Source: an optimization exercise on an open RTL-to-GDS flow (aim: small area, a short achievable clock period and few clock cycles per item). Production flows keep margins and buffers that such runs may drop. RTL that was checked went through simulation tests only; none was proved equivalent to the original. The RTL of runs 4 to 7 was laid out without a check of its function.

**flow/flow/run.sh**
```bash
#!/bin/bash
# The standard layout (standard.sh) with two changes:
#  - synthesis runs flow/my_synth.tcl: the standard flow's synthesis script, except that
#    ABC maps the logic with flow/abc_custom.script and extract_fa is set by
#    flow/fa_mode ("none": adders are left to ABC as plain logic);
#  - port buffers are sky130_fd_sc_hd__buf_2 cells.
# make's output goes to flow_make.log here; each tool's full log is in orfs/logs.
set -euo pipefail
bash standard.sh "SYNTH_SCRIPT=$PWD/flow/my_synth.tcl" \
  "BUFFER_PORTS_ARGS=-buffer_cell sky130_fd_sc_hd__buf_2" finish > flow_make.log 2>&1
```
**flow/flow/abc_custom.script**
```
strash
dch
map -D 3000
topo
stime -c
buffer -c
upsize -c
dnsize -c
```
**flow/flow/fa_mode**
```
none
```
**flow/flow/my_synth.tcl**
```tcl
# The standard synthesis (synth_recipe.tcl) with two changes to how the
# combinational logic is mapped; registers, their names and cell types come
# from the same steps as the standard synthesis:
#  - the ABC call uses abc_custom.script (next to this file) instead of ORFS's
#    abc_area/abc_speed script;
#  - extract_fa runs with the options in fa_mode next to this file (default
#    -fa, full adders only); "none" skips it, leaving adders to ABC.
set ::custom_dir [file dirname [file normalize [info script]]]
set ::custom_abc_script [file join $::custom_dir abc_custom.script]
set ::custom_fa_mode -fa
if {[file exists [file join $::custom_dir fa_mode]]} {
  set f [open [file join $::custom_dir fa_mode]]; set ::custom_fa_mode [string trim [read $f]]; close $f
}
proc abc {args} {
  set i [lsearch -exact $args -script]
  if {$i >= 0} { lset args [expr {$i + 1}] $::custom_abc_script }
  puts "custom abc: $args"
  yosys abc {*}$args
}
proc extract_fa {args} {
  puts "custom extract_fa: $::custom_fa_mode $args"
  if {$::custom_fa_mode ne "none"} { yosys extract_fa {*}$::custom_fa_mode {*}$args }
}
proc synth {args} { yosys synth -nofsm -noshare {*}$args }
source $::env(SCRIPTS_DIR)/synth.tcl
# left out here: clear keep_hierarchy, flatten, clean up, hide names made inside functions, write 1_2_yosys.v
```
**flow/standard.sh**
```bash
#!/bin/bash
# synth_recipe.tcl (not shown) runs the flow's synth.tcl, then flattens the netlist and writes it again
# the make line also repeats each setting of config.mk as NAME=value (left out here)
make -C /OpenROAD-flow-scripts/flow DESIGN_CONFIG=/design/flow/config.mk WORK_HOME=/design/flow/orfs CLKGATE_MAP_FILE= SYNTH_SCRIPT=/design/flow/synth_recipe.tcl "${@:-finish}"
```
**flow/config.mk**
```make
export PLATFORM = sky130hd
export DESIGN_NAME = Practica_1
export DESIGN_NICKNAME = Practica_1
export VERILOG_FILES = /design/flow/design.v
export SDC_FILE = /design/flow/constraint.sdc
export NUM_CORES = 4
export LEC_CHECK = 0
export ABC_AREA = 1
export CAP_MARGIN = 20
export CORE_MARGIN = 2
export CORE_UTILIZATION = 40
export SLEW_MARGIN = 20
```
**flow/constraint.sdc**
```tcl
create_clock -name core_clock -period 12.0 [get_ports {clk}]
set_input_delay 2.4000 -clock core_clock [delete_from_list [all_inputs] [get_ports {clk}]]
set_output_delay 2.4000 -clock core_clock [all_outputs]
set_load 0.01 [all_outputs]
```
**flow/design.v**
```verilog
module BCD_Head
#(
	parameter K = 7,
	parameter SW = (K <= 7) ? 15 : 16
)
(
	input [14:0] bits_in,
	output [SW-1:0] state
);
	function automatic [3:0] bcd_add3(input [3:0] i);
		bcd_add3[3] = i[3] | (i[2] & (i[1] | i[0]));
		bcd_add3[2] = (i[3] & i[0]) | (i[2] & ~i[1] & ~i[0]);
		bcd_add3[1] = (i[3] & ~i[0]) | (~i[2] & i[1]) | (i[1] & i[0]);
		bcd_add3[0] = (i[3] & ~i[0]) | (~i[3] & ~i[2] & i[0]) | (i[2] & i[1] & ~i[0]);
	endfunction
	logic [19:0] s;
	integer k;
	always_comb begin
		s = 20'd0;
		for (k = 14; k > 14 - K; k = k - 1) begin
			if (k <= 10) s[3:0] = bcd_add3(s[3:0]);
			if (k <= 7)  s[7:4] = bcd_add3(s[7:4]);
			s = {s[18:0], bits_in[k]};
		end
	end
	assign state = {s[SW-16+K:0], bits_in[14-K:0]};
endmodule
module BCD_16Bit
#(
	parameter K = 7,
	parameter SW = (K <= 7) ? 15 : 16
)
(
	input [SW-1:0] state,
	output [3:0] uni,
	output [3:0] dec,
	output [3:0] cen,
	output [3:0] thou,
	output [3:0] thou2
);
	function automatic [3:0] bcd_add3(input [3:0] i);
		bcd_add3[3] = i[3] | (i[2] & (i[1] | i[0]));
		bcd_add3[2] = (i[3] & i[0]) | (i[2] & ~i[1] & ~i[0]);
		bcd_add3[1] = (i[3] & ~i[0]) | (~i[2] & i[1]) | (i[1] & i[0]);
		bcd_add3[0] = (i[3] & ~i[0]) | (~i[3] & ~i[2] & i[0]) | (i[2] & i[1] & ~i[0]);
	endfunction
	logic [19:0] s;
	integer k;
	always_comb begin
		s = 20'd0;
		s[SW-16+K:0] = state[SW-1:15-K];
		for (k = 14 - K; k >= 0; k = k - 1) begin
			if (k <= 10) s[3:0]   = bcd_add3(s[3:0]);
			if (k <= 7)  s[7:4]   = bcd_add3(s[7:4]);
			if (k <= 4)  s[11:8]  = bcd_add3(s[11:8]);
			if (k <= 0)  s[15:12] = bcd_add3(s[15:12]);
			s = {s[18:0], state[k]};
		end
	end
	assign uni = s[3:0];
	assign dec = s[7:4];
	assign cen = s[11:8];
	assign thou = s[15:12];
	assign thou2 = s[19:16];
endmodule
module SegmentDisplay
(
	input [3:0]value,
	output [6:0]Seg_Result
);
	logic [6:0] seg;
	always_comb begin
		case (value)
			4'd0: seg = 7'h40;
			4'd1: seg = 7'h79;
			4'd2: seg = 7'h24;
			4'd3: seg = 7'h30;
			4'd4: seg = 7'h19;
			4'd5: seg = 7'h12;
			4'd6: seg = 7'h02;
			4'd7: seg = 7'h78;
			4'd8: seg = 7'h00;
			default: seg = 7'h10;
		endcase
	end
	assign Seg_Result = seg;
endmodule
module Seq_Multiplier
(
	input [7:0] multiplier,
	input [7:0] multiplicand,
	output [14:0] product,
	output signBit
);
	wire sa = multiplier[7];
	wire sb = multiplicand[7];
	function automatic [7:0] magnitude(input [7:0] x);
		integer i;
		magnitude[0] = x[0];
		for (i = 1; i < 8; i = i + 1)
			magnitude[i] = x[i] ^ (x[7] & |(x & ((8'd1 << i) - 8'd1)));
	endfunction
	wire [7:0] ma = magnitude(multiplier);
	wire [7:0] mb = magnitude(multiplicand);
	wire pp_0_0 = (ma[0] & mb[0]);
	wire pp_0_1 = (ma[0] & mb[1]);
	wire pp_0_2 = (ma[0] & mb[2]);
	wire pp_0_3 = (ma[0] & mb[3]);
	wire pp_0_4 = (ma[0] & mb[4]);
	wire pp_0_5 = (ma[0] & mb[5]);
	wire pp_0_6 = (ma[0] & mb[6]);
	wire pp_1_0 = (ma[1] & mb[0]);
	wire pp_1_1 = (ma[1] & mb[1]);
	wire pp_1_2 = (ma[1] & mb[2]);
	wire pp_1_3 = (ma[1] & mb[3]);
	wire pp_1_4 = (ma[1] & mb[4]);
	wire pp_1_5 = (ma[1] & mb[5]);
	wire pp_1_6 = (ma[1] & mb[6]);
	wire pp_2_0 = (ma[2] & mb[0]);
	wire pp_2_1 = (ma[2] & mb[1]);
	wire pp_2_2 = (ma[2] & mb[2]);
	wire pp_2_3 = (ma[2] & mb[3]);
	wire pp_2_4 = (ma[2] & mb[4]);
	wire pp_2_5 = (ma[2] & mb[5]);
	wire pp_2_6 = (ma[2] & mb[6]);
	wire pp_3_0 = (ma[3] & mb[0]);
	wire pp_3_1 = (ma[3] & mb[1]);
	wire pp_3_2 = (ma[3] & mb[2]);
	wire pp_3_3 = (ma[3] & mb[3]);
	wire pp_3_4 = (ma[3] & mb[4]);
	wire pp_3_5 = (ma[3] & mb[5]);
	wire pp_3_6 = (ma[3] & mb[6]);
	wire pp_4_0 = (ma[4] & mb[0]);
	wire pp_4_1 = (ma[4] & mb[1]);
	wire pp_4_2 = (ma[4] & mb[2]);
	wire pp_4_3 = (ma[4] & mb[3]);
	wire pp_4_4 = (ma[4] & mb[4]);
	wire pp_4_5 = (ma[4] & mb[5]);
	wire pp_4_6 = (ma[4] & mb[6]);
	wire pp_5_0 = (ma[5] & mb[0]);
	wire pp_5_1 = (ma[5] & mb[1]);
	wire pp_5_2 = (ma[5] & mb[2]);
	wire pp_5_3 = (ma[5] & mb[3]);
	wire pp_5_4 = (ma[5] & mb[4]);
	wire pp_5_5 = (ma[5] & mb[5]);
	wire pp_5_6 = (ma[5] & mb[6]);
	wire pp_6_0 = (ma[6] & mb[0]);
	wire pp_6_1 = (ma[6] & mb[1]) | (ma[7] & mb[0]) | (mb[7] & ma[0]);
	wire pp_6_2 = (ma[6] & mb[2]) | (ma[7] & mb[1]) | (mb[7] & ma[1]);
	wire pp_6_3 = (ma[6] & mb[3]) | (ma[7] & mb[2]) | (mb[7] & ma[2]);
	wire pp_6_4 = (ma[6] & mb[4]) | (ma[7] & mb[3]) | (mb[7] & ma[3]);
	wire pp_6_5 = (ma[6] & mb[5]) | (ma[7] & mb[4]) | (mb[7] & ma[4]);
	wire pp_6_6 = (ma[6] & mb[6]) | (ma[7] & mb[5]) | (mb[7] & ma[5]);
	wire px_13 = (ma[7] & mb[6]) | (mb[7] & ma[6]);
	wire px_14 = (ma[7] & mb[7]);
	wire hs0 = pp_0_6 ^ pp_1_5;
	wire hc0 = pp_0_6 & pp_1_5;
	wire hs1 = pp_1_6 ^ pp_2_5;
	wire hc1 = pp_1_6 & pp_2_5;
	wire hs2 = pp_0_4 ^ pp_1_3;
	wire hc2 = pp_0_4 & pp_1_3;
	wire fs3 = pp_0_5 ^ pp_1_4 ^ pp_2_3;
	wire fc3 = (pp_0_5 & pp_1_4) | (pp_0_5 & pp_2_3) | (pp_1_4 & pp_2_3);
	wire hs4 = pp_3_2 ^ pp_4_1;
	wire hc4 = pp_3_2 & pp_4_1;
	wire fs5 = hs0 ^ pp_2_4 ^ pp_3_3;
	wire fc5 = (hs0 & pp_2_4) | (hs0 & pp_3_3) | (pp_2_4 & pp_3_3);
	wire fs6 = pp_4_2 ^ pp_5_1 ^ pp_6_0;
	wire fc6 = (pp_4_2 & pp_5_1) | (pp_4_2 & pp_6_0) | (pp_5_1 & pp_6_0);
	wire fs7 = hc0 ^ hs1 ^ pp_3_4;
	wire fc7 = (hc0 & hs1) | (hc0 & pp_3_4) | (hs1 & pp_3_4);
	wire fs8 = pp_4_3 ^ pp_5_2 ^ pp_6_1;
	wire fc8 = (pp_4_3 & pp_5_2) | (pp_4_3 & pp_6_1) | (pp_5_2 & pp_6_1);
	wire fs9 = hc1 ^ pp_2_6 ^ pp_3_5;
	wire fc9 = (hc1 & pp_2_6) | (hc1 & pp_3_5) | (pp_2_6 & pp_3_5);
	wire fs10 = pp_4_4 ^ pp_5_3 ^ pp_6_2;
	wire fc10 = (pp_4_4 & pp_5_3) | (pp_4_4 & pp_6_2) | (pp_5_3 & pp_6_2);
	wire fs11 = pp_3_6 ^ pp_4_5 ^ pp_5_4;
	wire fc11 = (pp_3_6 & pp_4_5) | (pp_3_6 & pp_5_4) | (pp_4_5 & pp_5_4);
	wire hs12 = pp_0_3 ^ pp_1_2;
	wire hc12 = pp_0_3 & pp_1_2;
	wire fs13 = hs2 ^ pp_2_2 ^ pp_3_1;
	wire fc13 = (hs2 & pp_2_2) | (hs2 & pp_3_1) | (pp_2_2 & pp_3_1);
	wire fs14 = hc2 ^ fs3 ^ hs4;
	wire fc14 = (hc2 & fs3) | (hc2 & hs4) | (fs3 & hs4);
	wire fs15 = fc3 ^ hc4 ^ fs5;
	wire fc15 = (fc3 & hc4) | (fc3 & fs5) | (hc4 & fs5);
	wire fs16 = fc5 ^ fc6 ^ fs7;
	wire fc16 = (fc5 & fc6) | (fc5 & fs7) | (fc6 & fs7);
	wire fs17 = fc7 ^ fc8 ^ fs9;
	wire fc17 = (fc7 & fc8) | (fc7 & fs9) | (fc8 & fs9);
	wire fs18 = fc9 ^ fc10 ^ fs11;
	wire fc18 = (fc9 & fc10) | (fc9 & fs11) | (fc10 & fs11);
	wire fs19 = fc11 ^ pp_4_6 ^ pp_5_5;
	wire fc19 = (fc11 & pp_4_6) | (fc11 & pp_5_5) | (pp_4_6 & pp_5_5);
	wire hs20 = pp_0_2 ^ pp_1_1;
	wire hc20 = pp_0_2 & pp_1_1;
	wire fs21 = hs12 ^ pp_2_1 ^ pp_3_0;
	wire fc21 = (hs12 & pp_2_1) | (hs12 & pp_3_0) | (pp_2_1 & pp_3_0);
	wire fs22 = hc12 ^ fs13 ^ pp_4_0;
	wire fc22 = (hc12 & fs13) | (hc12 & pp_4_0) | (fs13 & pp_4_0);
	wire fs23 = fc13 ^ fs14 ^ pp_5_0;
	wire fc23 = (fc13 & fs14) | (fc13 & pp_5_0) | (fs14 & pp_5_0);
	wire fs24 = fc14 ^ fs15 ^ fs6;
	wire fc24 = (fc14 & fs15) | (fc14 & fs6) | (fs15 & fs6);
	wire fs25 = fc15 ^ fs16 ^ fs8;
	wire fc25 = (fc15 & fs16) | (fc15 & fs8) | (fs16 & fs8);
	wire fs26 = fc16 ^ fs17 ^ fs10;
	wire fc26 = (fc16 & fs17) | (fc16 & fs10) | (fs17 & fs10);
	wire fs27 = fc17 ^ fs18 ^ pp_6_3;
	wire fc27 = (fc17 & fs18) | (fc17 & pp_6_3) | (fs18 & pp_6_3);
	wire fs28 = fc18 ^ fs19 ^ pp_6_4;
	wire fc28 = (fc18 & fs19) | (fc18 & pp_6_4) | (fs19 & pp_6_4);
	wire fs29 = fc19 ^ pp_5_6 ^ pp_6_5;
	wire fc29 = (fc19 & pp_5_6) | (fc19 & pp_6_5) | (pp_5_6 & pp_6_5);
	wire [14:0] rx = {px_14, px_13, fc29, fc28, fc27, fc26, fc25, fc24, fc23, fc22, fc21, hc20, hs20, pp_0_1, pp_0_0};
	wire [14:0] ry = {1'b0, 1'b0, pp_6_6, fs29, fs28, fs27, fs26, fs25, fs24, fs23, fs22, fs21, pp_2_0, pp_1_0, 1'b0};
	assign product = rx + ry;
	assign signBit = (sa & ~sb & |multiplicand) | (sb & ~sa & |multiplier);
endmodule
module Practica_1
#(
	parameter NBits = 8,
	parameter N2Bits = NBits*2,
	parameter K = 8,	 
	parameter SW = (K <= 7) ? 15 : 16	 
)
(
	input clk,
	input reset,
	input start,
	input [NBits-1:0] multiplier,
	input [NBits-1:0] multiplicand,
	output [6:0]uni_Seg_out,
	output [6:0]dec_Seg_out,
	output [6:0]cen_Seg_out,
	output [6:0]thou_Seg_out,
	output [6:0]thou2_Seg_out,
	output [6:0]sign_Seg_out,
	output ready
);
wire [14:0] prod;
wire [SW-1:0] bcd_state;
wire minus;
Seq_Multiplier SM1 (.multiplier(multiplier), .multiplicand(multiplicand), .product(prod), .signBit(minus));
BCD_Head #(K) BH1 (.bits_in(prod), .state(bcd_state));
logic [SW-1:0] state_q;
logic minus_q;
logic ready_q;
always_ff @(posedge clk) begin
	state_q <= bcd_state;
	minus_q <= minus;
end
always_ff @(posedge clk, negedge reset) begin
	if (!reset) ready_q <= 1'b0;
	else ready_q <= start;
end
wire [3:0] uni, dec, cen, thou, thou2;
BCD_16Bit #(K) BCD1 (.state(state_q), .uni(uni), .dec(dec), .cen(cen), .thou(thou), .thou2(thou2));
SegmentDisplay SD0 (.value(uni),   .Seg_Result(uni_Seg_out));
SegmentDisplay SD1 (.value(dec),   .Seg_Result(dec_Seg_out));
SegmentDisplay SD2 (.value(cen),   .Seg_Result(cen_Seg_out));
SegmentDisplay SD3 (.value(thou),  .Seg_Result(thou_Seg_out));
SegmentDisplay SD4 (.value(thou2), .Seg_Result(thou2_Seg_out));
assign sign_Seg_out = minus_q ? 7'h3F : 7'h7F;
assign ready = ready_q;
endmodule
```
==> flow_summary.toml, run 1 <==
[final_layout]
fin_nets = 952
diodes = 0
drive_gt1_frac = 0.1094
multiInputGateArea_sq_um = 3610
layout.area.seq_sq_um = 365.4
nFillCells = 1285
syn_to_final_growth_pct = 9.233
fin_cells = 1075

[synth]
synthSimpleGateAreaFrac = 0.4452
avgSynthCellArea_sq_um = 5.246
synth_edf_count = 0
synth-compound-area-share = 0.2393
ys_ff_latch = 18
synth_top_family_by_area = "simple AND/OR/NAND/NOR gates"
synthAdderAreaFrac = 0
ys.flop_type = "dfxtp_1"
synth_area_sq_um = 4648
syn_inst = 886
synthArstFlopShare = 0.05556
yosysSeqAreaShare = 0.07860
yosysUniqueCellTypes = 56
muxShareOfSynthArea = 0
post_synth_xor_area_fraction = 0.08479
yosys_warnings = 5

[timing]
fin_tns_setup_ns = 0
maxSlewHeadroom = 0.5055
period_needed_ns = 6.558
hold_viol = 0
drv_slew = 0
finalCritPeriodShare = 0.5465
rsz0062_at_grt = "no"
fmax_mhz = 152.5
finalSetupViolations = 0
holdWs_ns = 1.907
worst_slew_pin_slew_ns = 0.7393

[floorplanning]
coreArea_sq_um = 11370
die_w_um = 111.8
std_cell_rows = 39
chipHeight_um = 111.8
die_area_sq_um = 12500
ioPinCount = 62
initial_core_util = 0.4088

[worst_setup_path]
path_class = "flip-flop to output pin"
cp.required_ns = 9.60
critPathMaxStageDelay_ns = 0.35
critical_path.cell_chain = "inv_1, nand2_1, a21oi_1, inv_1, nor2_1, inv_1, a21oi_1, inv_1, a21oi_1, inv_1, nor2_1, inv_1, a21oi_1, nor2_1, o21ai_0, inv_1, o22ai_1, inv_1, o21ai_0, inv_1, nor3_1, nor2_1, buf_2"
crit_top_cell = "inv_1"
crit_path_start = "state_q[7]$_DFF_P_"
cp.buffers_inverters = 10
cp_data_arrival_time_ns = 4.16
crit_fanout = 4
start_kind = "flip-flop"
worstSetupPathDepth = 23
critPathSlowestCell = "o21ai_0"
crit_family = "compound AO/OA/AOI/OAI gates"
critPathCaptureType = "output pin"
endpoint = "cen_Seg_out[3]"

[clock_tree]
cts_sinks = 18
cts.clk_slew.worst_paths_ns = 0.06
cts_hold_buf = 0
post_cts_buffers = 0
cts_resized = 0
cts_buffers = 3
clockBufferDepth = 2
tritoncts = "built"
cts_root_buffer = "clkbuf_16"
htreeDepth = 1

[placement]
place_inst = 1071
gp_congestion = 0.8339
port_buffers = 52
place_hpwl_um = 8896

[grt]
grt_max_degree = 12
track_usage = 0.1686
grt_pass1_vias = 4614
antenna_found_initial = 0
overflow = 0
grt_pass1_wl_um = 18830

[detailed_routing]
wl_um = 10430
wire_per_inst_um = 9.701
vias = 5317
firstDrtPassIters = 5
ant_nets = 0
drc = 0
viasPerCell = 4.946
dr.first_iter.drc_count = 251

[min_path]
hp-class = "input port to async pin"

[job]
cap_violations = 0

[run_status]
status = "complete, no violations"
==> cells by family (layout without fill, tap and decap cells) <==
| kind of cell | count (synthesis) | in the layout |
|---|---|---|
| buf+inv | 170 | 209 |
| xor+xnor | 39 | 39 |
| flops | 18 | 18 |
| compound gates | 177 | 177 |
| simple gates | 480 | 480 |
| other cells | 2 | 9 |
==> per-layer routing <==
| layer | up-vias | wire, um | GRT usage |
|---|---|---|---|
| met5 | - | 0 | 0 |
| met4 | 0 | 148 | 0.03868 |
| met3 | 11 | 334 | 0.008165 |
| met2 | 86 | 4759 | 0.2966 |
| met1 | 2283 | 5187 | 0.2277 |
| li1 | 2937 | - | - |
==> placed cells by master, fill, tap and decap left out, drive strengths merged, types with 3 or more instances in the layout <==
cell type / netlist / final
inv: 151 / 151
a21oi: 53 / 53
nor3: 12 / 12
xor2: 23 / 23
conb: 2 / 9
nand4: 17 / 17
nor2: 148 / 148
o21bai: 4 / 4
o21ai: 56 / 56
o21a: 3 / 3
o2111ai: 3 / 3
a31oi: 3 / 3
a21boi: 9 / 9
o211ai: 5 / 5
nand2: 224 / 224
o31ai: 4 / 4
dfxtp: 17 / 17
and2: 3 / 3
nand3: 65 / 65
buf: 17 / 52
clkbuf: 0 / 4
or2: 7 / 7
a21o: 3 / 3
o22ai: 21 / 21
xnor2: 16 / 16
==> per-stage QoR <==
step           setup slack, ns  instance area (sq um)    util
2_1_floorplan            6.131                   4674       -
3_3_place_gp             5.462                   4989  0.4388
3_5_place_dp             5.427                   4989  0.4388
4_1_cts                  5.421                   5077  0.4466
5_1_grt                  4.757                   5077  0.4466
6_report                 5.442                   5077  0.4466
==> sequential cells by signal (all words and copies together), names as in the netlist <==
signal / count
state_q: 16
minus_q: 1
ready_q: 1
==> cells in the mapped netlist, types with 3 or more instances <==
master / n / area, sq um
nand3_1: 61 / 305.3
xor2_1: 19 / 166.4
inv_2: 5 / 18.77
o21ai_1: 18 / 90.09
dfxtp_1: 17 / 340.3
o211ai_1: 3 / 22.52
and2_1: 3 / 18.77
xnor2_1: 13 / 113.9
nand2_1: 216 / 810.8
o21bai_1: 4 / 30.03
nor3_1: 12 / 60.06
o31ai_1: 4 / 30.03
o2111ai_1: 3 / 26.28
or2_1: 6 / 37.54
o21ai_0: 37 / 185.2
a21o_1: 3 / 22.52
xor2_2: 4 / 65.06
a31oi_1: 3 / 18.77
nand2_2: 8 / 50.05
xnor2_2: 3 / 48.80
inv_1: 146 / 548.0
nor2_1: 139 / 521.8
nand4_1: 16 / 100.1
a21boi_1: 5 / 37.54
o21a_1: 3 / 22.52
buf_4: 16 / 120.1
a21oi_1: 51 / 255.2
o22ai_1: 21 / 131.4
nor2_2: 9 / 56.30
==> worst min-delay path by stage <==
| stage | start | to | slack, ns | cells past startpoint |
|---|---|---|---|---|
| 2_1_floorplan | reset | ready_q$_DFF_PN0_ | 2.10 | 0 |
| 3_3_place_gp | reset | ready_q$_DFF_PN0_ | 2.17 | 1 |
| 3_5_place_dp | reset | ready_q$_DFF_PN0_ | 2.18 | 1 |
| 4_1_cts | reset | ready_q$_DFF_PN0_ | 1.90 | 1 |
| 5_1_grt | reset | ready_q$_DFF_PN0_ | 1.90 | 1 |
| 6_report | reset | ready_q$_DFF_PN0_ | 1.91 | 1 |
==> area by class of cell <==
type | instances | area share
Sequential cell | 18 | 0.07196
Multi-Input combinational cell | 705 | 0.7109
Tap cell | 143 | 0.03524
Timing Repair Buffer | 52 | 0.05126
Clock buffer | 4 | 0.01750
Inverter | 153 | 0.1131
Testbench counts, summed over its fixed seeds: cycles 16,000, items 8,000.
==> run 2, diff against run 1 <==
==> flow/flow/abc_custom.script (replaced) <==
strash
dch
map -D 3500
topo
stime -c
buffer -c
upsize -c
dnsize -c
==> run 2 against run 1 <==
Via count shrank 7.6%. Global-route usage fell by 1.0 points. Synthesized area is 4.9% lower. Critical path type unchanged.
==> flow_summary.toml, run 2 <==
[synth]
yosysSeqAreaShare = 0.08265
yosys_warnings = 5
synthArstFlopShare = 0.05556
synth.area.top_cells = "nand2_1 (15%), inv_1 (12%), nor2_1 (12%)"
ys.flop_type = "dfxtp_1"
synth_top_area_frac = 0.1452
synth_area_sq_um = 4420
synth_area_leader_cell = "nand2_1"
ys_ff_latch = 18
syn_inst = 826
synth_most_common_cell = "nand2_1"
synth_edf_count = 0
avgSynthCellArea_sq_um = 5.352
synth_common_cells = "nand2_1 (171), inv_1 (145), nor2_1 (144)"
yosysUniqueCellTypes = 56

[placement]
place_hpwl_um = 8022
port_buffers = 52
gp_congestion = 0.8667
pre_cts_slack_ns = 5.345

[final_layout]
final_cell_mix = "nand2_1 (171), inv_1 (145), nor2_1 (144), buf_2 (52), a21oi_1 (50)"
largest_reg_flops = 16
fin_nets = 894
syn_to_final_growth_pct = 9.199
layout_commonest_cell = "nand2_1"
reg_top3 = "state_q: 16 flops, minus_q: 1 flops, ready_q: 1 flops"
regMostFlops = "state_q"
diodes = 0
drive_gt1_frac = 0.1430
nFillCells = 1192

[detailed_routing]
ant_nets = 0
firstDrtPassIters = 5
wl_um = 9307
wl_met1_um = 4610
route.top_layer_used = "met4"
wl_met3_um = 284
vias = 4913
drc = 0
viasPerCell = 4.845
wl_met2_um = 4318
wire_per_inst_um = 9.179
dr.first_iter.drc_count = 273

[clock_tree]
cts_hold_buf = 0
htreeDepth = 1
cts.clk_slew.worst_paths_ns = 0.07
cts_resized = 0
cts_root_buffer = "clkbuf_8"
cts_buffers = 3
clockBufferDepth = 2
post_cts_buffers = 0
cts_sinks = 18
tritoncts = "built"

[worst_setup_path]
critPathCaptureType = "output pin"
critPathMaxStageDelay_ns = 0.41
crit_top_cell = "inv_1"
worstSetupPathDepth = 24
critPathSlowestCell = "o21ai_0"
cp_data_arrival_time_ns = 4.24
cp.required_ns = 9.60
path_class = "flip-flop to output pin"
crit_family = "compound AO/OA/AOI/OAI gates"
critical_path.cell_chain = "inv_1, nand2_1, a21oi_1, inv_1, nor2_1, inv_1, a21oi_1, inv_1, a21oi_1, inv_1, nor2_1, inv_1, a21oi_1, nor2_1, o21ai_0, inv_1, nor2_1, nand2_1, nand3_1, nor2_1, o21ai_0, nor2_1, nor4_1, buf_2"
cp.buffers_inverters = 8
crit_fanout = 5
start_kind = "flip-flop"

[grt]
grt_pass1_wl_um = 16330
overflow = 0
grt_pass1_vias = 4115
grt_max_degree = 11
track_usage = 0.1585
antenna_found_initial = 0

[job]
cap_violations = 0

[timing]
maxSlewHeadroom = 0.6634
drv_slew = 0
rsz0062_at_grt = "no"
fin_tns_setup_ns = 0
worst_slew_pin_slew_ns = 0.4997
fmax_mhz = 150.5
finalSetupViolations = 0
worst_slack_ns = 5.358
hold_viol = 0
period_needed_ns = 6.642
finalCritPeriodShare = 0.5535

[floorplanning]
chipHeight_um = 109.1
coreArea_sq_um = 10790
std_cell_rows = 38
die_w_um = 109.1
ioPinCount = 62
initial_core_util = 0.4096
die_area_sq_um = 11910

[run_status]
status = "complete, no violations"

[min_path]
hp-class = "input port to async pin"
-- run 2: cell types whose count changed after synthesis, moves of 4 or more --
cell,delta
nand3_1,-13
or2_1,+6
nand4_1,-12
nand2_1,-45
o21ai_0,-5
nor2_1,+5
o21bai_1,-4
inv_2,+9
nand2_2,+5
o21ai_1,-5
-- run 2: layout make-up --
type	count	area [sq um]	share of cell area
multi-input combinational	639	3364	0.6970
inverter	161	606.8	0.1257
sequential	18	365.4	0.07569
timing repair buffer	52	260.3	0.05391
tap	140	175.2	0.03629
clock buffer	4	55.05	0.01140
-- run 2: metrics by stage --
stage	utilization	std cells	hold WS [ns]	cell area, sq um
after CTS	0.4473	1014	1.901	4827
after global placement	0.4422	1010	2.176	4772
after floorplan	-	833	2.104	4447
after detailed placement	0.4422	1010	2.175	4772
after global routing	0.4473	1014	1.895	4827
final	0.4473	1014	1.907	4827
-- run 2: kinds of logic (layout without fill, tap and decap cells) --
group | Yosys count | in the layout | share of synthesized area
XOR/XNOR | 43 | 43 | 0.1056
AO/OA/AOI/OAI | 161 | 161 | 0.2281
flip-flops | 18 | 18 | 0.08265
AND/OR/NAND/NOR | 426 | 426 | 0.4198
other | 2 | 9 | 0.001699
buffers and inverters | 176 | 217 | 0.1622
-- run 2: final timing paths --
kind / slack [ns] / to / start
max: 5.36 / thou_Seg_out[1] / state_q[7]$_DFF_P_
min: 1.91 / ready_q$_DFF_PN0_ / reset
max in group asynchronous: 10.01 / ready_q$_DFF_PN0_ / reset
min in group core_clock: 2.25 / ready_q$_DFF_PN0_ / start
-- run 2: routing by layer --
metal,track usage,vias to the layer above
li1,-,2708
met5,0,-
met2,0.2941,74
met4,0.02930,0
met1,0.2043,2125
met3,0.005380,6
==> run 3, diff against run 2 <==
--- a/flow/design.v
+++ b/flow/design.v
@@ -69,20 +69,13 @@
 	output [6:0]Seg_Result
 );
-	logic [6:0] seg;
-	always_comb begin
-		case (value)
-			4'd0: seg = 7'h40;
-			4'd1: seg = 7'h79;
-			4'd2: seg = 7'h24;
-			4'd3: seg = 7'h30;
-			4'd4: seg = 7'h19;
-			4'd5: seg = 7'h12;
-			4'd6: seg = 7'h02;
-			4'd7: seg = 7'h78;
-			4'd8: seg = 7'h00;
-			default: seg = 7'h10;
-		endcase
-	end
-	assign Seg_Result = seg;
+	wire d3 = value[3], d2 = value[2], d1 = value[1], d0 = value[0];
+	wire a = d3 | d1 | ~(d2 ^ d0);
+	wire b = ~d2 | ~(d1 ^ d0);
+	wire c = d2 | ~d1 | d0;
+	wire d = d3 | (~d2 & ~d0) | (~d2 & d1) | (d1 & ~d0) | (d2 & ~d1 & d0);
+	wire e = ~d0 & (~d2 | d1);
+	wire f = d3 | (~d1 & ~d0) | (d2 & ~d1) | (d2 & ~d0);
+	wire g = d3 | (d2 ^ d1) | (d1 & ~d0);
+	assign Seg_Result = ~{g, f, e, d, c, b, a};
 endmodule
 module Seq_Multiplier
--- a/flow/config.mk
+++ b/flow/config.mk
@@ -9,4 +9,5 @@
 export CAP_MARGIN = 20
 export CORE_MARGIN = 2
-export CORE_UTILIZATION = 40
+export CORE_UTILIZATION = 55
+export PLACE_DENSITY = 0.75
 export SLEW_MARGIN = 20
==> run 3 against run 2 <==
Still clean on timing, DRC and antenna. Synthesized area fell by 0.40%. Clock-buffer cell count did not move. Final cell count decreased by 3.9%. Design area fell by 1.3%. Largest cell class unchanged.
==> flow_summary.toml, run 3 <==
[floorplanning]
std_cell_rows = 32
chipHeight_um = 93.47
ioPinCount = 62
die_area_sq_um = 8737
die_w_um = 93.47
initial_core_util = 0.5698
coreArea_sq_um = 7727

[run_status]
status = "complete, no violations"

[placement]
place_hpwl_um = 8776
port_buffers = 52
pre_cts_slack_ns = 5.175
gp_congestion = 0.8988

[detailed_routing]
wire_per_inst_um = 10.56
wl_um = 10290
viasPerCell = 5.127
firstDrtPassIters = 5
ant_nets = 0
vias = 4994
drc = 0
dr.first_iter.drc_count = 175

[timing]
maxSlewHeadroom = 0.6646
finalCritPeriodShare = 0.5720
finalSetupViolations = 0
fmax_mhz = 145.7
rsz0062_at_grt = "no"
worst_slack_ns = 5.137
drv_slew = 0
fin_tns_setup_ns = 0
hold_viol = 0
period_needed_ns = 6.864
worst_slew_pin_slew_ns = 0.4978

[worst_setup_path]
crit_fanout = 5
cp_data_arrival_time_ns = 4.46
start_kind = "flip-flop"
crit_path_start = "state_q[9]$_DFF_P_"
cp.required_ns = 9.60
path_class = "flip-flop to output pin"
critPathCaptureType = "output pin"

[synth]
synth_common_cells = "nand2_1 (195), inv_1 (146), nor2_1 (128)"
avgSynthCellArea_sq_um = 5.343
yosys_warnings = 4
synth_edf_count = 0
synth_most_common_cell = "nand2_1"
synth_area_sq_um = 4403
syn_inst = 824
synth_top_area_frac = 0.1662
ys_ff_latch = 18
yosysSeqAreaShare = 0.08298
yosysUniqueCellTypes = 58
synth.area.top_cells = "nand2_1 (17%), inv_1 (12%), nor2_1 (11%)"
synth_area_leader_cell = "nand2_1"
synthArstFlopShare = 0.05556
ys.flop_type = "dfxtp_1"

[final_layout]
layout.area.seq_sq_um = 365.4
layout_commonest_cell = "nand2_1"
syn_to_final_growth_pct = 8.156
fin_nets = 892
regMostFlops = "state_q"
reg_top3 = "state_q: 16 flops, minus_q: 1 flops, ready_q: 1 flops"
largest_reg_flops = 16
multiInputGateArea_sq_um = 3376
final_cell_mix = "nand2_1 (195), inv_1 (146), nor2_1 (128), buf_2 (52), a21oi_1 (49)"
final_util = 0.6163
diodes = 0
nFillCells = 776
drive_gt1_frac = 0.1365

[clock_tree]
cts.clk_slew.worst_paths_ns = 0.08
tritoncts = "built"
cts_hold_buf = 0
cts_buffers = 3
htreeDepth = 1
clockBufferDepth = 2
post_cts_buffers = 0
cts_sinks = 18
cts_root_buffer = "clkbuf_8"
cts_resized = 0

[grt]
grt_max_degree = 11
overflow = 0
antenna_found_initial = 0
grt_pass1_wl_um = 18710
track_usage = 0.2470
grt_pass1_vias = 4772

[job]
cap_violations = 0

[min_path]
hp-class = "input port to async pin"
-- run 3: cell count changes in the layout (fill, tap and decap cells not counted), sizes merged, moves of 2 or more --
cell	previous run	this run
a22oi	4	9
inv	160	154
nand4	5	2
nand3	51	45
nor2	151	138
o21a	1	5
nor4	5	3
a21o	1	3
o21ai	50	52
nand2	185	207
o211ai	8	3
o31ai	4	1
o21bai	1	5
o22ai	23	16
-- run 3: path summary, 6_finish.rpt --
kind	endpoint
setup / recovery	cen_Seg_out[3]
hold / removal	ready_q$_DFF_PN0_
max in group asynchronous	ready_q$_DFF_PN0_
min in group core_clock	ready_q$_DFF_PN0_
-- run 3: critical path: stages (launching register included) --
cell and delay, ns:
dfxtp_1 0.31, inv_1 0.09, nor2_1 0.06, o21ai_0 0.25
inv_1 0.09, nor2_1 0.14, inv_1 0.07, o21ai_0 0.38
nor2_1 0.10, o21ai_0 0.14, nand2_1 0.14, a21oi_1 0.34
nor2_1 0.08, o21ai_0 0.42, nor2_1 0.12, inv_1 0.09
o21ai_0 0.10, inv_1 0.12, nor2_1 0.06, a21oi_1 0.15
o21ai_0 0.22, nor4_1 0.47, a21o_1 0.13, buf_2 0.12
-- run 3: stage by stage --
step	area, sq um	hold slack (ns)	instances
floorplan	4429	2.104	831
global placement	4707	2.175	970
detailed placement	4707	2.176	970
CTS	4762	1.897	974
global route	4762	1.887	974
finish	4762	1.902	974
-- run 3: layout make-up --
cell class	count	area share
repair buffers	52	0.05465
well taps	102	0.02680
flip-flops and latches	18	0.07672
inverters	154	0.1214
multi-input cells	644	0.7089
clock buffers	4	0.01156
-- run 3: cells by family (layout without fill, tap and decap cells) --
kind of cell              Yosys count  in the layout  synth area share
and+or+nand+nor                   426            426            0.4228
other                               2              9          0.001706
buffers and inverters             169            210            0.1563
xor gates and xnor gates           44             44            0.1037
AOI/OAI and AO/OA                 165            165            0.2324
DFF                                18             18           0.08298
-- run 3: layer usage --
metal / GRT usage / vias to the layer above / wire length, um
met5: 0 / - / 0
met4: 0.04657 / 0 / 68
met3: 0.02659 / 10 / 360
met2: 0.4688 / 101 / 5090
met1: 0.2988 / 2189 / 4768
li1: - / 2694 / -
Testbench counts of run 3, summed over its fixed seeds: cycles 16,000, items 8,000.
==> run 4, diff against run 3 <==
--- a/flow/design.v
+++ b/flow/design.v
@@ -216,5 +216,5 @@
 	parameter NBits = 8,
 	parameter N2Bits = NBits*2,
-	parameter K = 8,	 
+	parameter K = 7,	 
 	parameter SW = (K <= 7) ? 15 : 16	 
 )
--- a/flow/config.mk
+++ b/flow/config.mk
@@ -9,5 +9,4 @@
 export CAP_MARGIN = 20
 export CORE_MARGIN = 2
-export CORE_UTILIZATION = 55
-export PLACE_DENSITY = 0.75
+export CORE_UTILIZATION = 40
 export SLEW_MARGIN = 20
==> run 4 against run 3 <==
Still clean. Sequential share of layout area shrank 0.38 points. Global-route usage shrank 9.1 points. Design area shrank 0.50%. Final cell count grew 4.1%. Via count shrank 6.2%.
==> flow_summary.toml, run 4 <==
[run_status]
status = "complete, no violations"

[worst_setup_path]
start_kind = "flip-flop"
crit_fanout = 5
path_class = "flip-flop to output pin"
critPathCaptureType = "output pin"
cp_data_arrival_time_ns = 4.80
cp.required_ns = 9.60

[synth]
ys_ff_latch = 17
avgSynthCellArea_sq_um = 5.252
yosysUniqueCellTypes = 61
synth_area_sq_um = 4333
synth_common_cells = "nand2_1 (177), inv_1 (156), nor2_1 (154)"
synthArstFlopShare = 0.05882
synth_area_leader_cell = "nand2_1"
yosys_warnings = 4
synth.area.top_cells = "nand2_1 (15%), inv_1 (14%), nor2_1 (13%)"
synth_top_area_frac = 0.1533
ys.flop_type = "dfxtp_1"
yosysSeqAreaShare = 0.07970
synth_edf_count = 0
synth_most_common_cell = "nand2_1"
syn_inst = 825

[placement]
place_inst = 1010
port_buffers = 52
place_area_sq_um = 4692
place_hpwl_um = 7623
gp_congestion = 0.8115

[grt]
grt_pass1_wl_um = 15860
grt_busiest_layer = "met2"
global_route.usage.met2 = 0.2713
grt_max_degree = 11
grt_pass1_vias = 3918
antenna_found_initial = 0
grt_use_met1 = 0.2145
track_usage = 0.1557
met3_usage = 0.01748
overflow = 0

[min_path]
hp-class = "input port to async pin"

[detailed_routing]
dr.first_iter.drc_count = 250
viasPerCell = 4.617
firstDrtPassIters = 4
drc = 0
wl_um = 8907
wire_per_inst_um = 8.784
ant_nets = 0
vias = 4682

[timing]
finalCritPeriodShare = 0.6000
finalSetupViolations = 0
rsz0062_at_grt = "no"
hold_viol = 0
drv_slew = 0
worst_slew_pin_slew_ns = 0.6594
fin_tns_setup_ns = 0
period_needed_ns = 7.201
maxSlewHeadroom = 0.5589
fmax_mhz = 138.9

[final_layout]
layout_commonest_cell = "nand2_1"
multiInputGateArea_sq_um = 3281
regMostFlops = "state_q"
nFillCells = 1213
syn_to_final_growth_pct = 9.356
diodes = 0
drive_gt1_frac = 0.1293
final_util = 0.4429
fin_cells = 1014
final_cell_mix = "nand2_1 (177), inv_1 (156), nor2_1 (154), buf_2 (52), a21oi_1 (51)"
reg_top3 = "state_q: 15 flops, minus_q: 1 flops, ready_q: 1 flops"
layout.area.seq_sq_um = 345.3
fin_nets = 894
final_area_sq_um = 4738
largest_reg_flops = 15

[clock_tree]
clockBufferDepth = 2
cts_root_buffer = "clkbuf_8"
post_cts_buffers = 0
cts_hold_buf = 0
htreeDepth = 1
cts_sinks = 17
cts_buffers = 3
cts_resized = 0
cts.clk_slew.worst_paths_ns = 0.07
tritoncts = "built"

[job]
cap_violations = 0

[floorplanning]
initial_core_util = 0.4050
die_area_sq_um = 11680
coreArea_sq_um = 10700
die_w_um = 108.1
std_cell_rows = 38
ioPinCount = 62
chipHeight_um = 108.1
run 4: changes by cell type after synthesis, moves of 3 or more:
| cell | change |
|---|---|
| o21a_1 | -3 |
| o21ai_1 | -8 |
| nand3_1 | -8 |
| nand2_1 | -18 |
| inv_1 | +10 |
| or2_1 | +6 |
| xor2_1 | -8 |
| xnor2_2 | -3 |
| xnor2_1 | +7 |
| and2_1 | +3 |
| nor2_2 | -5 |
| nor2_1 | +26 |
| o22ai_1 | +6 |
run 4: metrics by stage:
step / hold WS (ns) / worst slack, ns
after floorplan: 2.104 / 5.815
after global placement: 2.178 / 5.164
after detailed placement: 2.179 / 5.143
after CTS: 1.901 / 4.840
after global routing: 1.895 / 4.101
final: 1.909 / 4.799
run 4: layout make-up:
type / count / share of cell area
clock buffer: 3 / 0.008714
clock inverter: 1 / 0.001056
inverter: 168 / 0.1331
multi-input combinational: 633 / 0.6924
sequential: 17 / 0.07288
tap: 140 / 0.03697
timing repair buffer: 52 / 0.05492
run 4: final timing paths:
kind | endpoint | start | slack (ns)
setup / recovery | dec_Seg_out[3] | state_q[10]$_DFF_P_ | 4.80
hold / removal | ready_q$_DFF_PN0_ | reset | 1.91
max in group asynchronous | ready_q$_DFF_PN0_ | reset | 10.01
min in group core_clock | ready_q$_DFF_PN0_ | start | 2.25
run 4: worst max-delay path, cell delays in order (launching register included):
cell and delay (ns):
dfxtp_1 0.31, inv_1 0.06, nor2_1 0.08, inv_1 0.07
o22ai_1 0.27, nor2_1 0.11, nand2_1 0.06, o21ai_0 0.07
or2_2 0.29, inv_1 0.09, nand2_1 0.05, a21oi_1 0.24
inv_1 0.09, o21ai_0 0.33, inv_1 0.10, o21ai_0 0.40
inv_1 0.07, o21ai_0 0.36, nor2_1 0.11, a21oi_1 0.35
nor2_1 0.13, o21ai_0 0.38, inv_1 0.11, nor2_1 0.10
inv_1 0.07, o22ai_1 0.13, buf_2 0.15
run 4: cell families (layout without fill, tap and decap cells):
group,count (synthesis),after routing,synth area share
AO/OA/AOI/OAI,155,155,0.2252
buffers and inverters,182,224,0.1692
adder cells (fa/ha/maj),1,1,0.002310
AND/OR/NAND/NOR,428,428,0.4271
XOR/XNOR,40,40,0.09472
other,2,9,0.001733
flip-flops,17,17,0.07970
run 4: per-layer routing:
layer  wire length [um]  up-vias
li1                   -     2669
met1               4677     1958
met2               3974       53
met3                238        2
met4                 16        0
met5                  0        -
==> run 5, diff against run 4 <==
--- a/flow/design.v
+++ b/flow/design.v
@@ -239,9 +239,7 @@
 BCD_Head #(K) BH1 (.bits_in(prod), .state(bcd_state));
 logic [SW-1:0] state_q;
-logic minus_q;
 logic ready_q;
 always_ff @(posedge clk) begin
 	state_q <= bcd_state;
-	minus_q <= minus;
 end
 always_ff @(posedge clk, negedge reset) begin
@@ -256,5 +254,5 @@
 SegmentDisplay SD3 (.value(thou),  .Seg_Result(thou_Seg_out));
 SegmentDisplay SD4 (.value(thou2), .Seg_Result(thou2_Seg_out));
-assign sign_Seg_out = minus_q ? 7'h3F : 7'h7F;
+assign sign_Seg_out = minus ? 7'h3F : 7'h7F;
 assign ready = ready_q;
 endmodule
==> run 5 against run 4 <==
Final cell count is 2.5% lower. Sequential share of layout area is 0.31 points lower. Highest routed layer unchanged. Die area is 1.8% lower. First-iteration DRC count is 8.8% lower. Worst hold slack worse by 0.0021 ns. Critical path type unchanged. Synthesized area is 1.8% lower. Synthesized cell count is 2.5% lower. Global-route usage is 0.45 points higher.
==> flow_summary.toml, run 5 <==
[synth]
yosys_warnings = 4
muxShareOfSynthArea = 0
synthSimpleGateAreaFrac = 0.4215
syn_inst = 804
synthArstFlopShare = 0.06250
synth_common_cells = "nand2_1 (172), inv_1 (148), nor2_1 (143)"
yosysUniqueCellTypes = 56
ys.flop_type = "dfxtp_1"
synth_top_area_frac = 0.1518
ys_ff_latch = 16
post_synth_xor_area_fraction = 0.09971
synth_most_common_cell = "nand2_1"
synth_area_leader_cell = "nand2_1"
synth_edf_count = 0
synth-compound-area-share = 0.2397
synth_top_family_by_area = "simple AND/OR/NAND/NOR gates"
synth.area.top_cells = "nand2_1 (15%), inv_1 (13%), nor2_1 (13%)"
synthAdderAreaFrac = 0
yosysSeqAreaShare = 0.07647
avgSynthCellArea_sq_um = 5.291
synth_area_sq_um = 4254

[grt]
grt_pass1_vias = 4043
antenna_found_initial = 0
grt_max_degree = 11
grt_pass1_wl_um = 16140
overflow = 0
track_usage = 0.1602

[worst_setup_path]
cp_data_arrival_time_ns = 4.72
start_kind = "flip-flop"
path_class = "flip-flop to output pin"
cp.required_ns = 9.60
critPathCaptureType = "output pin"
crit_fanout = 5

[floorplanning]
std_cell_rows = 37
die_area_sq_um = 11480
initial_core_util = 0.4121
coreArea_sq_um = 10320
die_w_um = 107.1
chipHeight_um = 107.1
ioPinCount = 62

[timing]
finalSetupViolations = 0
finalCritPeriodShare = 0.5930
hold_viol = 0
period_needed_ns = 7.116
fin_tns_setup_ns = 0
fmax_mhz = 140.5
rsz0062_at_grt = "no"
drv_slew = 0

[clock_tree]
htreeDepth = 1
clockBufferDepth = 2
tritoncts = "built"
cts.clk_slew.worst_paths_ns = 0.06
cts_sinks = 16
cts_resized = 0
cts_hold_buf = 0
post_cts_buffers = 0
cts_buffers = 3
cts_root_buffer = "clkbuf_8"

[detailed_routing]
firstDrtPassIters = 4
vias = 4624
wl_um = 8896
drc = 0
dr.first_iter.drc_count = 228
ant_nets = 0
viasPerCell = 4.675
wire_per_inst_um = 8.995

[placement]
port_buffers = 52
place_hpwl_um = 7653
gp_congestion = 0.7966
place_area_sq_um = 4608
place_inst = 985

[final_layout]
layout_commonest_cell = "nand2_1"
diodes = 0
regMostFlops = "state_q"
fin_cells = 989
drive_gt1_frac = 0.1301
reg_top3 = "state_q: 15 flops, ready_q: 1 flops"
nFillCells = 1144
largest_reg_flops = 15
syn_to_final_growth_pct = 9.618
final_area_sq_um = 4663
fin_nets = 873
final_cell_mix = "nand2_1 (172), inv_1 (148), nor2_1 (143), a21oi_1 (53), buf_2 (52)"

[run_status]
status = "complete, no violations"

[job]
cap_violations = 0

[min_path]
hp-class = "input port to async pin"
==> run 5: changes by cell type in the layout (fill, tap and decap cells not counted), moves of 5 or more <==
cell	previous run	this run
nor2_1	154	143
inv_1	156	148
nor3_1	8	16
nand2_2	11	5
nand2_1	177	172
nand3_1	34	39
or2_1	16	11
==> run 5: per-stage QoR <==
stage                     setup slack, ns  utilization  hold WS (ns)
after floorplan                     5.814            -         2.104
after global placement              5.175       0.4464         2.177
after detailed placement            5.172       0.4464         2.176
after CTS                           4.877       0.4517         1.901
after global routing                4.128       0.4517         1.894
final                               4.884       0.4517         1.906
==> run 5: final timing paths <==
check | start | to | slack (ns)
hold / removal | reset | ready_q$_DFF_PN0_ | 1.91
min in group core_clock | start | ready_q$_DFF_PN0_ | 2.25
max in group asynchronous | reset | ready_q$_DFF_PN0_ | 10.01
setup / recovery | state_q[8]$_DFF_P_ | dec_Seg_out[3] | 4.88
==> run 5: cell families (layout without fill, tap and decap cells) <==
logic type | count (synthesis) | in the layout
other | 2 | 9
AOI/OAI and AO/OA | 160 | 160
DFF | 16 | 16
and+or+nand+nor | 415 | 415
buffers and inverters | 169 | 211
xor gates and xnor gates | 42 | 42
==> run 5: per-layer routing <==
metal / GRT usage / routed length (um)
met1: 0.2125 / 4647
met4: 0.02226 / 44
met2: 0.2880 / 4000
met5: 0 / 0
met3: 0.01277 / 203
==> run 5: layout make-up <==
type / instances / area, sq um / share of cell area
clock buffers: 4 / 55.05 / 0.01181
inverters: 155 / 581.8 / 0.1248
multi-input cells: 626 / 3271 / 0.7014
flip-flops and latches: 16 / 325.3 / 0.06976
well taps: 136 / 170.2 / 0.03649
repair buffers: 52 / 260.3 / 0.05581
==> run 5: worst max-delay path, cell delays in order (launching register included) <==
cell	delay [ns]
dfxtp_1	0.34
nor2_1	0.11
inv_1	0.07
o22ai_1	0.24
nor2_1	0.10
nand2_1	0.06
o21ai_0	0.06
or2_2	0.28
inv_1	0.09
nand2_1	0.05
a21oi_1	0.23
inv_1	0.09
o21ai_0	0.33
inv_1	0.10
o21ai_0	0.38
inv_1	0.07
o21ai_0	0.37
nor2_1	0.11
a21oi_1	0.34
nor2_1	0.13
o21ai_0	0.36
inv_1	0.10
nor2_1	0.10
inv_1	0.07
o22ai_1	0.14
buf_2	0.15
==> run 6, diff against run 5 <==
--- a/flow/design.v
+++ b/flow/design.v
@@ -216,5 +216,5 @@
 	parameter NBits = 8,
 	parameter N2Bits = NBits*2,
-	parameter K = 7,	 
+	parameter K = 8,	 
 	parameter SW = (K <= 7) ? 15 : 16	 
 )
==> run 6 against run 5 <==
Setup slack improved by 0.19 ns. Core utilization decreased by 0.96 points. Final cell count increased by 0.71%. Via count increased by 2.5%. First-iteration DRC count decreased by 0.88%. Largest cell class unchanged.
==> flow_summary.toml, run 6 <==
[clock_tree]
cts_hold_buf = 0
cts_buffers = 3
tritoncts = "built"
htreeDepth = 1
clockBufferDepth = 2
cts_root_buffer = "clkbuf_8"
post_cts_buffers = 0
cts.clk_slew.worst_paths_ns = 0.07
cts_sinks = 17
cts_resized = 0

[synth]
synth_most_common_cell = "nand2_1"
synthArstFlopShare = 0.05882
ys.flop_type = "dfxtp_1"
synth_area_sq_um = 4360
syn_inst = 809
ys_ff_latch = 17
synth_top_area_frac = 0.1773
synth.area.top_cells = "nand2_1 (18%), inv_1 (11%), nor2_1 (11%)"
synth_area_leader_cell = "nand2_1"
synth_common_cells = "nand2_1 (206), inv_1 (127), nor2_1 (125)"
avgSynthCellArea_sq_um = 5.390
synth_edf_count = 0
yosys_warnings = 4
yosysUniqueCellTypes = 54
yosysSeqAreaShare = 0.07920

[detailed_routing]
dr.first_iter.drc_count = 226
wl_um = 8880
viasPerCell = 4.759
ant_nets = 0
wire_per_inst_um = 8.916
firstDrtPassIters = 5
drc = 0
vias = 4740

[worst_setup_path]
critPathMaxStageDelay_ns = 0.42
crit_fanout = 5
start_kind = "flip-flop"
path_class = "flip-flop to output pin"
critPathSlowestCell = "o21ai_0"
critPathCaptureType = "output pin"
cp.required_ns = 9.60
cp_data_arrival_time_ns = 4.52

[placement]
pre_cts_slack_ns = 5.359
gp_congestion = 0.8199
place_hpwl_um = 7618
port_buffers = 52

[floorplanning]
die_area_sq_um = 11750
coreArea_sq_um = 10750
initial_core_util = 0.4058
ioPinCount = 62
std_cell_rows = 38
chipHeight_um = 108.4
die_w_um = 108.4

[grt]
grt_pass1_vias = 4077
grt_max_degree = 12
track_usage = 0.1585
overflow = 0
grt_pass1_wl_um = 16260
antenna_found_initial = 0

[timing]
maxSlewHeadroom = 0.6649
drv_slew = 0
fin_tns_setup_ns = 0
rsz0062_at_grt = "no"
fmax_mhz = 144.5
hold_viol = 0
finalCritPeriodShare = 0.5767
worst_slew_pin_slew_ns = 0.4973
worst_slack_ns = 5.079
period_needed_ns = 6.921
finalSetupViolations = 0

[final_layout]
drive_gt1_frac = 0.1495
diodes = 0
reg_top3 = "state_q: 16 flops, ready_q: 1 flops"
regMostFlops = "state_q"
nFillCells = 1233
syn_to_final_growth_pct = 8.953
fin_nets = 876
final_cell_mix = "nand2_1 (206), inv_1 (127), nor2_1 (125), buf_2 (52), a21oi_1 (41)"
largest_reg_flops = 16
layout_commonest_cell = "nand2_1"

[run_status]
status = "complete, no violations"

[min_path]
hp-class = "input port to async pin"

[job]
cap_violations = 0
-- run 6: cell count changes in the layout (fill, tap and decap cells not counted), moves of 7 or more --
cell	before	now
a21oi_1	53	41
inv_1	148	127
nand2_1	172	206
nand2_2	5	18
nand3_1	39	32
nand4_1	3	12
nor2_1	143	125
nor3_1	16	7
-- run 6: logic make-up (layout without fill, tap and decap cells) --
| kind of cell | after synthesis | count (layout) | share of synthesized area |
|---|---|---|---|
| other cells | 2 | 9 | 0.001722 |
| flops | 17 | 17 | 0.07920 |
| buf+inv | 151 | 191 | 0.1432 |
| simple gates | 436 | 436 | 0.4318 |
| xor+xnor | 39 | 39 | 0.09555 |
| compound gates | 164 | 164 | 0.2485 |
-- run 6: layout make-up --
type	instances	area, sq um	area share
flip-flops and latches	17	345.3	0.07269
clock inverters	1	5.005	0.001053
clock buffers	3	41.29	0.008691
repair buffers	52	260.3	0.05478
well taps	140	175.2	0.03687
inverters	135	506.7	0.1067
multi-input cells	648	3417	0.7193
-- run 6: metal layers --
layer,up-vias,GRT usage,wire length (um)
met5,-,0,0
met1,2006,0.2058,4458
met2,64,0.2929,4146
li1,2668,-,-
met3,2,0.007836,232
met4,0,0.02473,42
-- run 6: per-stage QoR --
| stage | utilization | std cells | hold slack, ns | instance area, sq um |
|---|---|---|---|---|
| 3_3_place_gp | 0.4378 | 992 | 2.174 | 4705 |
| 3_5_place_dp | 0.4378 | 992 | 2.176 | 4705 |
| 5_1_grt | 0.4421 | 996 | 1.897 | 4751 |
| 4_1_cts | 0.4421 | 996 | 1.906 | 4751 |
| 2_1_floorplan | - | 816 | 2.104 | 4387 |
| 6_report | 0.4421 | 996 | 1.911 | 4751 |
-- run 6: final timing paths --
| check | startpoint | end |
|---|---|---|
| max in group asynchronous | reset | ready_q$_DFF_PN0_ |
| hold / removal | reset | ready_q$_DFF_PN0_ |
| setup / recovery | state_q[9]$_DFF_P_ | dec_Seg_out[3] |
| min in group core_clock | start | ready_q$_DFF_PN0_ |
-- run 6: worst max-delay path, delay by kind of cell, from the launching register on --
kind            cells  cell delay, ns
compound gates      7            1.74
simple gates       12            1.61
buf+inv             7            0.61
flops               1            0.32
==> run 7, diff against run 6 <==
==> flow/flow/abc_custom.script (replaced) <==
strash
dch -f
map -D 3500
topo
stime -c
buffer -c
upsize -c
dnsize -c
==> run 7 against run 6 <==
Die area is 4.1% higher. Synthesized area rose by 4.3%. Non-clock buffer count did not move. Core utilization is 1.2 points higher. Worst hold slack gained 0.0060 ns. Critical path type unchanged. Largest cell class unchanged.
==> flow_summary.toml, run 7 <==
[floorplanning]
std_cell_rows = 38
coreArea_sq_um = 10980
ioPinCount = 62
die_area_sq_um = 12240
initial_core_util = 0.4141
chipHeight_um = 110.6
die_w_um = 110.6

[placement]
port_buffers = 52
place_hpwl_um = 8154
gp_congestion = 0.8321
pre_cts_slack_ns = 5.423
place_area_sq_um = 4905

[timing]
finalSetupViolations = 0
fin_tns_setup_ns = 0
maxSlewHeadroom = 0.6627
worst_slew_pin_slew_ns = 0.5017
finalCritPeriodShare = 0.5597
drv_slew = 0
rsz0062_at_grt = "no"
holdWs_ns = 1.917
worst_slack_ns = 5.284
fmax_mhz = 148.9
hold_viol = 0
period_needed_ns = 6.716

[final_layout]
fin_nets = 913
final_cell_mix = "nand2_1 (198), inv_1 (154), nor2_1 (139), a21oi_1 (52), buf_2 (52)"
layout.area.seq_sq_um = 345.3
reg_top3 = "state_q: 16 flops, ready_q: 1 flops"
layout_commonest_cell = "nand2_1"
final_area_sq_um = 4985
regMostFlops = "state_q"
diodes = 0
nFillCells = 1216
largest_reg_flops = 16
syn_to_final_growth_pct = 9.601
drive_gt1_frac = 0.1557
multiInputGateArea_sq_um = 3508

[clock_tree]
cts_hold_buf = 0
cts_sinks = 17
post_cts_buffers = 0
cts.clk_slew.worst_paths_ns = 0.05
cts_buffers = 3
tritoncts = "built"
cts_resized = 0
htreeDepth = 1
cts_root_buffer = "clkbuf_16"
clockBufferDepth = 2

[detailed_routing]
wl_um = 9435
wire_per_inst_um = 9.134
ant_nets = 0
dr.first_iter.drc_count = 150
vias = 4887
drc = 0
firstDrtPassIters = 4
viasPerCell = 4.731

[worst_setup_path]
path_class = "flip-flop to output pin"
cp.required_ns = 9.60
cp_data_arrival_time_ns = 4.32
start_kind = "flip-flop"
critPathCaptureType = "output pin"
crit_fanout = 6

[synth]
synth_area_sq_um = 4548
synthArstFlopShare = 0.05882
yosysSeqAreaShare = 0.07593
synth_top_area_frac = 0.1634
ys_ff_latch = 17
ys.flop_type = "dfxtp_1"
synth_area_leader_cell = "nand2_1"
synth.area.top_cells = "nand2_1 (16%), inv_1 (13%), nor2_1 (11%)"
synth_common_cells = "nand2_1 (198), inv_1 (154), nor2_1 (139)"
synth_most_common_cell = "nand2_1"
yosysUniqueCellTypes = 59
yosys_warnings = 4
syn_inst = 844
synth_edf_count = 0
avgSynthCellArea_sq_um = 5.389

[grt]
overflow = 0
grt_pass1_wl_um = 16720
met3_usage = 0.007135
grt_busiest_layer = "met2"
grt_use_met1 = 0.1947
antenna_found_initial = 0
track_usage = 0.1504
grt_max_degree = 11
grt_pass1_vias = 4228
global_route.usage.met2 = 0.2765

[run_status]
status = "complete, no violations"

[job]
cap_violations = 0

[min_path]
hp-class = "input port to async pin"
run 7: cell types whose count changed after synthesis, moves of 7 or more:
cell     delta
xor2_1      +8
nand2_1     -8
nor2_1     +14
a21oi_1    +11
inv_1      +27
o21ai_0     -7
run 7: kinds of logic after synthesis:
group                     Yosys count  synth area share
and+or+nand+nor                   441            0.4231
buffers and inverters             178            0.1585
AOI/OAI and AO/OA                 160            0.2226
xor gates and xnor gates           46            0.1183
DFF                                17           0.07593
other                               2          0.001651
run 7: metal layers:
layer / up-vias / routed length, um
li1: 2742 / -
met1: 2078 / 4715
met2: 62 / 4393
met3: 5 / 242
met4: 0 / 84
met5: - / 0
run 7: metrics by stage:
stage / instances / utilization
after floorplan: 851 / -
after global placement: 1029 / 0.4466
after detailed placement: 1029 / 0.4466
after CTS: 1033 / 0.4539
after global routing: 1033 / 0.4539
final: 1033 / 0.4539
run 7: cell type report:
class,instances,share of cell area
Clock inverter,1,0.001004
Tap cell,140,0.03514
Timing Repair Buffer,52,0.05221
Sequential cell,17,0.06928
Multi-Input combinational cell,656,0.7038
Inverter,164,0.1235
Clock buffer,3,0.01506
run 7: final timing paths:
check	from	to	slack, ns
worst max-delay path	state_q[7]$_DFF_P_	dec_Seg_out[3]	5.28
worst min-delay path	reset	ready_q$_DFF_PN0_	1.92
max in group asynchronous	reset	ready_q$_DFF_PN0_	10.00
min in group core_clock	start	ready_q$_DFF_PN0_	2.26
run 7: critical path: stages (launching register included):
cell and delay [ns]:
dfxtp_1 0.40, nor2_1 0.06, o21ai_0 0.22, nor2_1 0.10
nand2_1 0.06, o21ai_0 0.06, or2_2 0.30, o21ai_0 0.43
nor2_1 0.08, a21oi_1 0.25, inv_1 0.06, o21ai_0 0.35
nor2_1 0.10, a21oi_1 0.32, nor2_1 0.11, o21ai_0 0.40
inv_1 0.10, nor2_1 0.15, inv_1 0.07, nand2_1 0.06
nor2_1 0.04, a31o_2 0.20, buf_2 0.13

-- afterwards: timing with drivers on the ports --
In the flow no input, the clock included, has a driving cell. The finished layouts below were timed again as built, in two steps. Step 1: set_driving_cell puts a clkbuf_16 on clk and a buf_2 on each other input, an assumption about the parent block. Step 2 adds t to the input delays and takes it off the output delays; t is the mean of the earliest and latest rising clock arrival at the registers after step 1. Input paths then give back, and output paths get back, about the clock's delay inside the block. Slacks: ideal / step 1 / step 2; pairs: ideal / step 1.
run | shift t [ns] | slack for setup (ns) | worst register clock-pin slew, ns | pins driven straight from the clock port
run 1 | 0.282 | 5.442 / 5.409 / 5.364 | 0.06 / 0.06 | 1
run 2 | 0.274 | 5.358 / 5.331 / 5.333 | 0.07 / 0.07 | 1
run 3 | 0.279 | 5.136 / 5.110 / 5.126 | 0.08 / 0.08 | 1
run 4 | 0.274 | 4.799 / 4.773 / 5.047 | 0.07 / 0.07 | 1
run 5 | 0.276 | 4.884 / 4.857 / 5.133 | 0.06 / 0.06 | 1
run 6 | 0.271 | 5.079 / 5.052 / 5.323 | 0.07 / 0.07 | 1
run 7 | 0.274 | 5.284 / 5.253 / 5.384 | 0.05 / 0.05 | 1
After both steps every run listed still meets setup and hold. The setup slack of run 1, which loses most, moves by -0.033 ns with the drivers and by -0.078 ns with both steps.
